What follows belongs to an exercise in optimizing a design on an open flow for small area and a short achievable clock period; a production flow would make more cautious choices. No activity file was given, so power comes from the tool's default toggle rates.

==> inputs of nickel <==
// STDPmodel_4PWL
module STDPmodel_4PWL
(reset, clk, A_pre, A_post, start_replay_phase, W_previous, W_new);
export LEC_CHECK = 0
export CAP_MARGIN = 20
export CORE_MARGIN = 2
export CORE_UTILIZATION = 40
export SLEW_MARGIN = 20
create_clock -name core_clock -period 7.5 [get_ports {clk}]
run.sh (not shown) runs the stock make flow with config.mk's settings and CLKGATE_MAP_FILE= SYNTH_SCRIPT=/design/flow/synth_recipe.tcl, a recipe that flattens the netlist after the stock synthesis.
==> cedar: changes against nickel <==
ABC_CLOCK_PERIOD_IN_PS = 4000   (was not set)
SETUP_SLACK_MARGIN = 3.5   (was not set)
==> summary of the runs <==
Global-route usage: cedar is higher than nickel (1.1 points).
Design area: cedar is higher than nickel (17%).
cedar completed without violations. nickel went through all stages and came out clean.
In nickel the clock skew is higher than in cedar, by 0.024 ns.
Against nickel, the clock power of cedar is larger by about 5%.
In nickel the sequential share of layout area is higher than in cedar, by 4.6 points.
Total power: cedar is higher than nickel (15%).
Sequential cell count is the same in nickel and cedar.
Against nickel, the clock-buffer cell count of cedar is lower by 5.
Against nickel, the register-to-register slack of cedar is better by 0.58 ns.
In synthesized cell count, nickel and cedar do not differ.
==> figures <==
quantity	nickel	cedar
Tightest hold margin	0.413 ns	0.406 ns
Routed length per placed instance	20.1 um	20.0 um
Most common library cell in the layout ignoring fill and taps	sky130_fd_sc_hd__inv_1	sky130_fd_sc_hd__nand2_1
Achievable clock frequency	184 MHz	205 MHz
Outcome	timing/DRC/antenna clean	timing/DRC/antenna clean
Cell area after placement	16900 um2	17400 um2
Total design power	5110 uW	5870 uW
Share of total power in the clock network	0.258	0.236
Register Area	5710 um2	5720 um2
Total area of multi-input combinational cells	9070 um2	10600 um2
Non-filler cells, final	2169	2310
Flop pwr share	0.351	0.307
Global-route met3 utilization	0.0332	0.0384
Global-route wire length before repair	67.6 mm	71.4 mm
Vias in the first global route	11.3k	12.3k
Overall fraction of global-route tracks in use	0.213	0.224
Total power per unit cell area	288 nW/um2	283 nW/um2
DP Cell Count	2121	2126
Most heavily used metal layer in global routing	met1	met2
Clock buffer cells	34	29
VDD IR max	0.000154 V	0.000169 V
Function was not checked in any run of this note: the RTL went through the layout flow alone.

* * *

==> inputs of run A <==
STDPmodel_4PWL, a different RTL version from the one above (not shown whole).
==> flow/design.v (excerpt) <==
module STDPmodel_4PWL
(reset, clk, A_pre, A_post, start_replay_phase, W_previous, W_new);
Settings: LEC_CHECK=0, CAP_MARGIN=20, CORE_MARGIN=2, CORE_UTILIZATION=40, SETUP_SLACK_MARGIN=4, SLEW_MARGIN=20; clock period 7.5 ns.
==> inputs of run D, as changes to run A <==
--- a/flow/design.v
+++ b/flow/design.v
@@ -67,28 +67,16 @@
 	    sign_dt_q2 <= 1'b0; sign_dt_q3 <= 1'b0; sign_dt_q4 <= 1'b0;
 	  end else begin
 	    AdaptW_2 <= AdaptW; AdaptW_3 <= AdaptW_2; AdaptW_4 <= AdaptW_3;
 	    sign_dt_hold <= sign_dt_s1;
 	    sign_dt_q2 <= sign_dt_s1; sign_dt_q3 <= sign_dt_q2; sign_dt_q4 <= sign_dt_q3;
 	  end
-	function [31:0] wmax_minus_mask;
-	  input [31:0] x;
-	  integer i;
-	  reg b;
-	  begin
-	    b = 1'b0;
-	    for (i = 0; i < 32; i = i + 1) begin
-	      wmax_minus_mask[i] = W_MAX[i] ^ b;
-	      b = W_MAX[i] ? (x[i] & b) : (x[i] | b);
-	    end
-	  end
-	endfunction
-	wire [31:0] ws_in = W_previous ^ ({32{~d2}} & wmax_minus_mask(W_previous));
+	wire [31:0] ws_in = d2 ? W_previous : (W_MAX - W_previous);
 	reg  [31:0] Ws_q1, W_previous_q2, base_q;
 	reg  g1, v1, v2;
-	wire [31:0] w_q1 = Ws_q1 ^ ({32{~g1}} & wmax_minus_mask(Ws_q1));
+	wire [31:0] w_q1 = g1 ? Ws_q1 : (W_MAX - Ws_q1);
 	always @(posedge clk)
 	  if (nz) begin
 	    Ws_q1 <= ws_in;  g1 <= d2;
 	    W_previous_q2 <= w_q1;
 	  end
 	always @(posedge clk)
@@ -105,23 +93,23 @@
 	  else if (nz_next)
 	    base_q <= v2_next ? q2_next : 32'd0;
 	wire [3:0]  codeT = {d2, abs_dc};
 	reg         sgn2;
 	always @(posedge clk) sgn2 <= d2;
 	wire [31:0] ws = Ws_q1;
-	reg [23:0] kc;
+	reg [6:0] seg;
 	always @(posedge clk)
 	  case (codeT)
-	    4'b1001: kc <= 24'b101011110010110111000110;
-	    4'b1010: kc <= 24'b010011101010011011000110;
-	    4'b1011: kc <= 24'b111101100110000011000110;
-	    4'b1100: kc <= 24'b100101011111101110011000;
-	    4'b0001: kc <= 24'b010011010111000010101011;
-	    4'b0010: kc <= 24'b100101000011111001110011;
-	    4'b0011: kc <= 24'b110110110010110101000011;
-	    default: kc <= 24'b0;
+	    4'b1001: seg <= 7'b0000001;
+	    4'b1010: seg <= 7'b0000010;
+	    4'b1011: seg <= 7'b0000100;
+	    4'b1100: seg <= 7'b0001000;
+	    4'b0001: seg <= 7'b0010000;
+	    4'b0010: seg <= 7'b0100000;
+	    4'b0011: seg <= 7'b1000000;
+	    default: seg <= 7'b0;
 	  endcase
 	wire z5_1 = (ws[5] & ~ws[6]);
 	wire z5_2 = (~ws[5] & ws[6]);
 	wire z5_3 = (ws[5] & ws[6]);
 	wire z7_1 = (ws[7] & ~ws[8]);
 	wire z7_2 = (~ws[7] & ws[8]);
@@ -158,36 +146,36 @@
 	wire z27_3 = (ws[27] & ws[28]);
 	wire z29_1 = (ws[29] & ~ws[30]);
 	wire z29_2 = (~ws[29] & ws[30]);
 	wire z29_3 = (ws[29] & ws[30]);
 	wire z31_1 = ws[31];
 	wire z31_3 = (ws[31] & ws[32]);
-	wire k0 = kc[0];
-	wire k1 = kc[1];
-	wire k2 = kc[2];
-	wire k3 = kc[3];
-	wire k4 = kc[4];
-	wire k5 = kc[5];
-	wire k6 = kc[6];
-	wire k7 = kc[7];
-	wire k8 = kc[8];
-	wire k9 = kc[9];
-	wire k10 = kc[10];
-	wire k11 = kc[11];
-	wire k12 = kc[12];
-	wire k13 = kc[13];
-	wire k14 = kc[14];
-	wire k15 = kc[15];
-	wire k16 = kc[16];
-	wire k17 = kc[17];
-	wire k18 = kc[18];
-	wire k19 = kc[19];
-	wire k20 = kc[20];
-	wire k21 = kc[21];
-	wire k22 = kc[22];
-	wire k23 = kc[23];
+	wire k0 = seg[4] | seg[5] | seg[6];
+	wire k1 = seg[0] | seg[1] | seg[2] | seg[4] | seg[5] | seg[6];
+	wire k2 = seg[0] | seg[1] | seg[2];
+	wire k3 = seg[3] | seg[4];
+	wire k4 = seg[3] | seg[5];
+	wire k5 = seg[4] | seg[5];
+	wire k6 = seg[0] | seg[1] | seg[2] | seg[5] | seg[6];
+	wire k7 = seg[0] | seg[1] | seg[2] | seg[3] | seg[4];
+	wire k8 = seg[0] | seg[3] | seg[6];
+	wire k9 = seg[1] | seg[3] | seg[5];
+	wire k10 = seg[0] | seg[1] | seg[5] | seg[6];
+	wire k11 = seg[0] | seg[3] | seg[5] | seg[6];
+	wire k12 = seg[3] | seg[4] | seg[5];
+	wire k13 = seg[0] | seg[1] | seg[2] | seg[3] | seg[4] | seg[5] | seg[6];
+	wire k14 = seg[2] | seg[3] | seg[4];
+	wire k15 = seg[1] | seg[3];
+	wire k16 = seg[0] | seg[3] | seg[4] | seg[6];
+	wire k17 = seg[0] | seg[1] | seg[2] | seg[6];
+	wire k18 = seg[0] | seg[1] | seg[2] | seg[3] | seg[4] | seg[5];
+	wire k19 = seg[0] | seg[1] | seg[4] | seg[6];
+	wire k20 = seg[2] | seg[3] | seg[5] | seg[6];
+	wire k21 = seg[0] | seg[2];
+	wire k22 = seg[1] | seg[2] | seg[4] | seg[6];
+	wire k23 = seg[0] | seg[2] | seg[3] | seg[5] | seg[6];
 	wire pp5_0 = (z5_1 & k0) | (z5_2 & k1) | (z5_3 & k2);
 	wire pp5_1 = (z5_2 & k0);
 	wire pp5_2 = (z5_3 & k0);
 	wire pp7_0 = (z7_1 & k3) | (z7_2 & k4) | (z7_3 & k5);
 	wire pp7_1 = (z7_1 & k1) | (z7_2 & k3) | (z7_3 & k6);
 	wire pp7_2 = (z7_1 & k0) | (z7_2 & k1) | (z7_3 & k7);
SETUP_SLACK_MARGIN = 4.5   (was 4)
==> run summary <==
- Of run A and run D, run D has the higher worst setup slack (gap 1400 ps).
- Routed wire length: run A is lower than run D (20%).
- In run D the first-iteration DRC count is larger than in run A, by about 30%.
- Of run A and run D, run D has the higher via count (gap 13%, measured against run D).
- Die area: run D is smaller than run A (about 1.4%).
- Critical path depth: run D is higher than run A (1).
- Of run A and run D, run A has the higher sequential power (gap 12%, measured against run D).
- Of run D and run A, run D has the higher register-to-register slack (gap 300 ps).
No run of this note included a check of the RTL's function; only the layout flow was run.

## what the ideal ports hide
Ports are ideal in the flow. The routed layouts listed here were re-timed in OpenROAD. Step 1 sets driving cells, clkbuf_16 on the clock port and buf_2 on the other inputs (assumed; they add their load-dependent delay and slew). Step 2 times the ports against the registers' clock, not the clock port: input delays grow and output delays shrink by t, the midpoint of the rising clock arrivals with the driver on. Slacks: ideal / step 1 / step 2; pairs: ideal / step 1.
run | shift t [ns] | slack for setup (ns) | clock arrival spread, ns | worst slew at a driven data input, ns
nickel | 0.598 | 2.053 / 2.053 / 2.053 | 0.042 / 0.042 | 0.04
cedar | 0.576 | 2.631 / 2.631 / 2.631 | 0.018 / 0.018 | 0.04
run A | 0.599 | 2.502 / 2.512 / 1.913 | 0.025 / 0.025 | 0.05
run D | 0.615 | 3.859 / 3.859 / 3.671 | 0.017 / 0.017 | 0.05
After both steps every run listed still meets setup and hold. For run A, which loses most, drivers alone change the setup slack by +0.010 ns; drivers and shift together by -0.589 ns.
